Background: an optimization exercise with open tools, aiming at small area and a short achievable clock period. Do not read the settings as production practice.
Power and IR drop assume default switching activity.

==> inputs of v6 <==
Design ALU_TOP, start of the top module:
module ALU_TOP #(parameter inWidth = 8,
                 parameter outWidth = 16)
(
    input wire [inWidth-1 : 0] A,B,
    input wire [3:0] ALU_FUN,
    input CLK, RST,
    output reg Arith_Enable,Logic_Enable,CMP_Enable,Shift_Enable,
    output wire [outWidth-1:0] Arith_OUT,
    output reg Carry_OUT,Arith_Flag,
    output wire [outWidth-1:0] Logic_OUT,
    output reg Logic_Flag,
    output wire [4-1:0] CMP_OUT,
    output reg CMP_Flag,
    output wire [outWidth-1:0] SHIFT_OUT,
    output reg SHIFT_Flag
);
==> module ALU_TOP, before the edit <==
module ALU_TOP #(parameter inWidth = 8,
                 parameter outWidth = 16)
(
    input wire [inWidth-1 : 0] A,B,
    input wire [3:0] ALU_FUN,
    input CLK, RST,
    output reg Arith_Enable,Logic_Enable,CMP_Enable,Shift_Enable,
    output wire [outWidth-1:0] Arith_OUT,
    output reg Carry_OUT,Arith_Flag,
    output wire [outWidth-1:0] Logic_OUT,
    output reg Logic_Flag,
    output wire [4-1:0] CMP_OUT,
    output reg CMP_Flag,
    output wire [outWidth-1:0] SHIFT_OUT,
    output reg SHIFT_Flag
);
    wire [1:0] op = ALU_FUN[1:0];
    wire       sub = ~Arith_Enable | op[0];
    wire [7:0] bx  = B ^ {8{sub}};
    wire [8:0] ac;
    wire [8:0] s;
    assign ac[0] = sub;
    genvar i, j;
    generate
        for (i = 0; i < 8; i = i + 1) begin : addsub
            assign s[i]    = A[i] ^ bx[i] ^ ac[i];
            assign ac[i+1] = (A[i] & bx[i]) | (A[i] & ac[i]) | (bx[i] & ac[i]);
        end
    endgenerate
    assign s[8] = ac[8];
    wire borrow = ~s[8];
    wire [15:0] nprod;
    wire [7:0] ms [0:7];    
    wire [7:0] mc [0:7];    
    generate
        for (j = 0; j < 8; j = j + 1) begin : mrow0
            assign ms[0][j] = ~(A[j] & B[0]);
            assign mc[0][j] = 1'b1;
        end
        for (i = 1; i < 8; i = i + 1) begin : mrow
            for (j = 0; j < 8; j = j + 1) begin : mcell
                wire a = ~(A[j] & B[i]);
                wire b = (j == 7) ? 1'b1 : ms[i-1][(j == 7) ? 0 : j+1];
                wire c = mc[i-1][j];
                assign ms[i][j] = a ^ b ^ c;
                assign mc[i][j] = (a & b) | (a & c) | (b & c);
            end
        end
        for (i = 0; i < 8; i = i + 1) begin : mlow
            assign nprod[i] = ms[i][0];
        end
        wire [8:0] fc;
        assign fc[0] = 1'b1;
        for (j = 0; j < 8; j = j + 1) begin : mfinal
            wire x = (j == 7) ? 1'b1 : ms[7][(j == 7) ? 0 : j+1];
            wire y = mc[7][j];
            assign nprod[8+j] = x ^ y ^ fc[j];
            assign fc[j+1]    = (x & y) | (x & fc[j]) | (y & fc[j]);
        end
    endgenerate
    wire [15:0] prod = ~nprod;
    wire [7:0] quo;
    wire [7:0] rem [0:8];
    assign rem[8] = A;
    generate
        for (i = 7; i >= 0; i = i - 1) begin : div
            wire [8-i:0] d = {1'b0, rem[i+1][7:i]} - {1'b0, B[7-i:0]};
            wire bhz;
            if (i == 0) begin : top0
                assign bhz = 1'b1;
            end else begin : topn
                assign bhz = ~|B[7:8-i];
            end
            assign quo[i] = bhz & ~d[8-i];
            if (i == 0) begin : r0
                assign rem[i] = quo[i] ? d[7:0] : rem[i+1];
            end else begin : rn
                assign rem[i] = quo[i] ? {d[7-i:0], rem[i+1][i-1:0]} : rem[i+1];
            end
        end
    endgenerate
    wire bz = ~|B;
    reg [8:0] arith_lo;    
    reg [6:0] arith_hi;    
    always @* begin
        case (op)
            2'b00: begin arith_lo = s;               arith_hi = 7'd0;         end
            2'b01: begin arith_lo = {borrow, s[7:0]}; arith_hi = {7{borrow}}; end
            2'b10: begin arith_lo = prod[8:0];       arith_hi = prod[15:9];   end
            default: begin arith_lo = {bz, quo};     arith_hi = {7{bz}};      end
        endcase
    end
    reg [15:0] arith_q;
    always @(posedge CLK or negedge RST) begin
        if (!RST) begin
            arith_q   <= 16'd0;
            Carry_OUT <= 1'b0;
        end else if (Arith_Enable) begin
            arith_q   <= {arith_hi, arith_lo};
            Carry_OUT <= (op == 2'b00) & s[8];
        end
    end
    assign Arith_OUT = arith_q;
    reg [7:0] logic_lo;
    reg       logic_hi;
    wire [7:0] lres = (op[0] ? (A | B) : (A & B)) ^ {8{op[1]}};
    always @(posedge CLK or negedge RST) begin
        if (!RST) begin
            logic_lo <= 8'd0;
            logic_hi <= 1'b0;
        end else if (Logic_Enable) begin
            logic_lo <= lres;
            logic_hi <= op[1];
        end
    end
    assign Logic_OUT = {{8{logic_hi}}, logic_lo};
    reg [1:0] cmp_q;
    wire ge = s[8];
    wire eq = ~|s[7:0];
    wire gt = ge & ~eq;
    wire lt = ~ge;
    always @(posedge CLK or negedge RST) begin
        if (!RST)
            cmp_q <= 2'd0;
        else if (CMP_Enable) begin
            cmp_q[0] <= (op == 2'b01) ? eq : (op == 2'b11) ? lt : 1'b0;
            cmp_q[1] <= (op == 2'b10) ? gt : (op == 2'b11) ? lt : 1'b0;
        end
    end
    assign CMP_OUT = {2'b00, cmp_q};
    reg  [8:0] shift_q;
    wire [7:0] sx = op[1] ? B : A;
    always @(posedge CLK or negedge RST) begin
        if (!RST)
            shift_q <= 9'd0;
        else if (Shift_Enable)
            shift_q <= op[0] ? {sx, 1'b0} : {2'b00, sx[7:1]};
    end
    assign SHIFT_OUT = {7'd0, shift_q};
    always @(posedge CLK or negedge RST) begin
        if (!RST) begin
            Arith_Enable <= 1'b0;
            Logic_Enable <= 1'b0;
            CMP_Enable   <= 1'b0;
            Shift_Enable <= 1'b0;
            Arith_Flag   <= 1'b0;
            Logic_Flag   <= 1'b0;
            CMP_Flag     <= 1'b0;
            SHIFT_Flag   <= 1'b0;
        end else begin
            Arith_Enable <= (ALU_FUN[3:2] == 2'b00);
            Logic_Enable <= (ALU_FUN[3:2] == 2'b01);
            CMP_Enable   <= (ALU_FUN[3:2] == 2'b10);
            Shift_Enable <= (ALU_FUN[3:2] == 2'b11);
            Arith_Flag   <= Arith_Enable;
            Logic_Flag   <= Logic_Enable;
            CMP_Flag     <= CMP_Enable;
            SHIFT_Flag   <= Shift_Enable;
        end
    end
endmodule
==> flow/config.mk <==
export PLATFORM = sky130hd
export DESIGN_NAME = ALU_TOP
export DESIGN_NICKNAME = ALU_TOP
export VERILOG_FILES = /design/flow/design.v
export SDC_FILE = /design/flow/constraint.sdc
export NUM_CORES = 4
export LEC_CHECK = 0
export ABC_AREA = 1
export CAP_MARGIN = 20
export CORE_AREA = 10 10 170 170
export CTS_BUF_LIST = sky130_fd_sc_hd__clkbuf_2 sky130_fd_sc_hd__clkbuf_4 sky130_fd_sc_hd__clkbuf_8
export DIE_AREA = 0 0 180 180
export SLEW_MARGIN = 20
==> flow/constraint.sdc <==
create_clock -name core_clock -period 32.0 [get_ports {CLK}]
set_input_delay 6.4000 -clock core_clock [delete_from_list [all_inputs] [get_ports {CLK}]]
set_output_delay 6.4000 -clock core_clock [all_outputs]
set_load 0.01 [all_outputs]
standard.sh (not shown) runs the stock make flow with config.mk's settings and CLKGATE_MAP_FILE= SYNTH_SCRIPT=/design/flow/synth_recipe.tcl, a recipe that flattens the netlist after the stock synthesis.
==> flow/flow/run.sh <==
#!/bin/bash
# The standard layout, with the port buffers made of the smallest buffer
# cell, and timing repair asked for extra setup margin
set -euo pipefail
bash standard.sh "BUFFER_PORTS_ARGS=-buffer_cell sky130_fd_sc_hd__buf_1" SETUP_SLACK_MARGIN=17.5 finish > flow_make.log 2>&1
==> v5 (differences from v6) <==
--- a/flow/design.v
+++ b/flow/design.v
@@ -17,46 +17,6 @@
     wire [1:0] op = ALU_FUN[1:0];
-    wire       sub = ~Arith_Enable | op[0];
-    wire [7:0] bx  = B ^ {8{sub}};
-    wire [8:0] ac;
-    wire [8:0] s;
-    assign ac[0] = sub;
-    genvar i, j;
-    generate
-        for (i = 0; i < 8; i = i + 1) begin : addsub
-            assign s[i]    = A[i] ^ bx[i] ^ ac[i];
-            assign ac[i+1] = (A[i] & bx[i]) | (A[i] & ac[i]) | (bx[i] & ac[i]);
-        end
-    endgenerate
-    assign s[8] = ac[8];
-    wire borrow = ~s[8];
-    wire [15:0] nprod;
-    wire [7:0] ms [0:7];    
-    wire [7:0] mc [0:7];    
-    generate
-        for (j = 0; j < 8; j = j + 1) begin : mrow0
-            assign ms[0][j] = ~(A[j] & B[0]);
-            assign mc[0][j] = 1'b1;
-        end
-        for (i = 1; i < 8; i = i + 1) begin : mrow
-            for (j = 0; j < 8; j = j + 1) begin : mcell
-                wire a = ~(A[j] & B[i]);
-                wire b = (j == 7) ? 1'b1 : ms[i-1][(j == 7) ? 0 : j+1];
-                wire c = mc[i-1][j];
-                assign ms[i][j] = a ^ b ^ c;
-                assign mc[i][j] = (a & b) | (a & c) | (b & c);
-            end
-        end
-        for (i = 0; i < 8; i = i + 1) begin : mlow
-            assign nprod[i] = ms[i][0];
-        end
-        wire [8:0] fc;
-        assign fc[0] = 1'b1;
-        for (j = 0; j < 8; j = j + 1) begin : mfinal
-            wire x = (j == 7) ? 1'b1 : ms[7][(j == 7) ? 0 : j+1];
-            wire y = mc[7][j];
-            assign nprod[8+j] = x ^ y ^ fc[j];
-            assign fc[j+1]    = (x & y) | (x & fc[j]) | (y & fc[j]);
-        end
-    endgenerate
-    wire [15:0] prod = ~nprod;
+    wire       sub = op[0];
+    wire [8:0] s   = {1'b0, A} + {1'b0, B ^ {8{sub}}} + {8'd0, sub};
+    wire       borrow = ~s[8];
+    wire [15:0] prod = A * B;
     wire [7:0] quo;
@@ -64,2 +24,3 @@
     assign rem[8] = A;
+    genvar i;
     generate
@@ -117,6 +78,5 @@
     reg [1:0] cmp_q;
-    wire ge = s[8];
-    wire eq = ~|s[7:0];
-    wire gt = ge & ~eq;
-    wire lt = ~ge;
+    wire eq = (A == B);
+    wire gt = (A > B);
+    wire lt = ~eq & ~gt;
     always @(posedge CLK or negedge RST) begin
==> flow/run.sh (new file) <==
#!/bin/bash
# synth_recipe.tcl (not shown) runs the flow's synth.tcl, then flattens the netlist and writes it again
# the make line also repeats each setting of config.mk as NAME=value (left out here)
make -C /OpenROAD-flow-scripts/flow DESIGN_CONFIG=/design/flow/config.mk WORK_HOME=/design/flow/orfs CLKGATE_MAP_FILE= SYNTH_SCRIPT=/design/flow/synth_recipe.tcl finish
- ABC_AREA: 1 -> default
- CTS_BUF_LIST: sky130_fd_sc_hd__clkbuf_2 sky130_fd_sc_hd__clkbuf_4 sky130_fd_sc_hd__clkbuf_8 -> default
removed: flow/flow/run.sh
removed: flow/standard.sh
==> out/metrics.csv <==
metric;value;unit
area of placed instances;6360;sq um
Worst-Skew Late Latency;320;ps
Area contributors post-synth;fa_1 (21%), dfrtp_1 (20%), ha_1 (11%), nand2_1 (11%), inv_1 (8.5%);
Multi-input gate area;4280;sq um
placed cells;1117;
first-pass GRT wire length;26.9;mm
hold slack;482;ps
Worst Reg-to-Reg Cells;14;
met2 WL;9.48;mm
fraction of area in registers;15.5;%
switching share of power;44.4;%
status;timing/DRC/antenna clean;
xor/xnor share of the synthesized area;2.88;%
Mapped Area;5770;sq um
Crit path depth;57;
R2R setup slack;27110;ps
Ant. Diodes;0;
Worst Slack Setup Final;17820;ps
pre-CTS setup slack;16540;ps
That was v6.
==> out/metrics.csv <==
metric;value;unit
status;timing/DRC/antenna clean;
xor/xnor share of the synthesized area;4.15;%
area of placed instances;7730;sq um
switching share of power;42.8;%
hold slack;497;ps
Mapped Area;6760;sq um
Worst-Skew Late Latency;290;ps
Worst Slack Setup Final;13270;ps
Crit path depth;42;
Worst Reg-to-Reg Cells;4;
Multi-input gate area;5060;sq um
met2 WL;8.78;mm
That was v5.
No functional check of the RTL was part of any run of this note.

what the ideal ports hide:
The flow's constraints put no driver on any port. The routed layouts listed below were extracted and timed again, unchanged, in two steps.
Step 1, drivers: a clkbuf_16 drives CLK and a buf_2 each remaining input, both assumed.
Step 2 also shifts input and output timing later by t, the mid clock arrival at the registers, as if the neighbouring blocks saw the same clock.
Slacks: ideal / step 1 / step 2; pairs: ideal / step 1.
| run | t (ns) | setup slack, ns | hold slack, ns | worst setup path after step 2 | latest minus earliest clock arrival (ns) |
|---|---|---|---|---|---|
| v6 | 0.347 | 17.818 / 17.825 / 17.478 | 0.482 / 0.482 / 0.482 | input to register | 0.025 / 0.025 |
| v5 | 0.333 | 13.269 / 13.275 / 12.943 | 0.497 / 0.497 / 0.497 | input to register | 0.004 / 0.005 |
After both steps every run listed still meets setup and hold. For v6, which loses most, drivers alone change the setup slack by +0.007 ns; drivers and shift together by -0.340 ns.
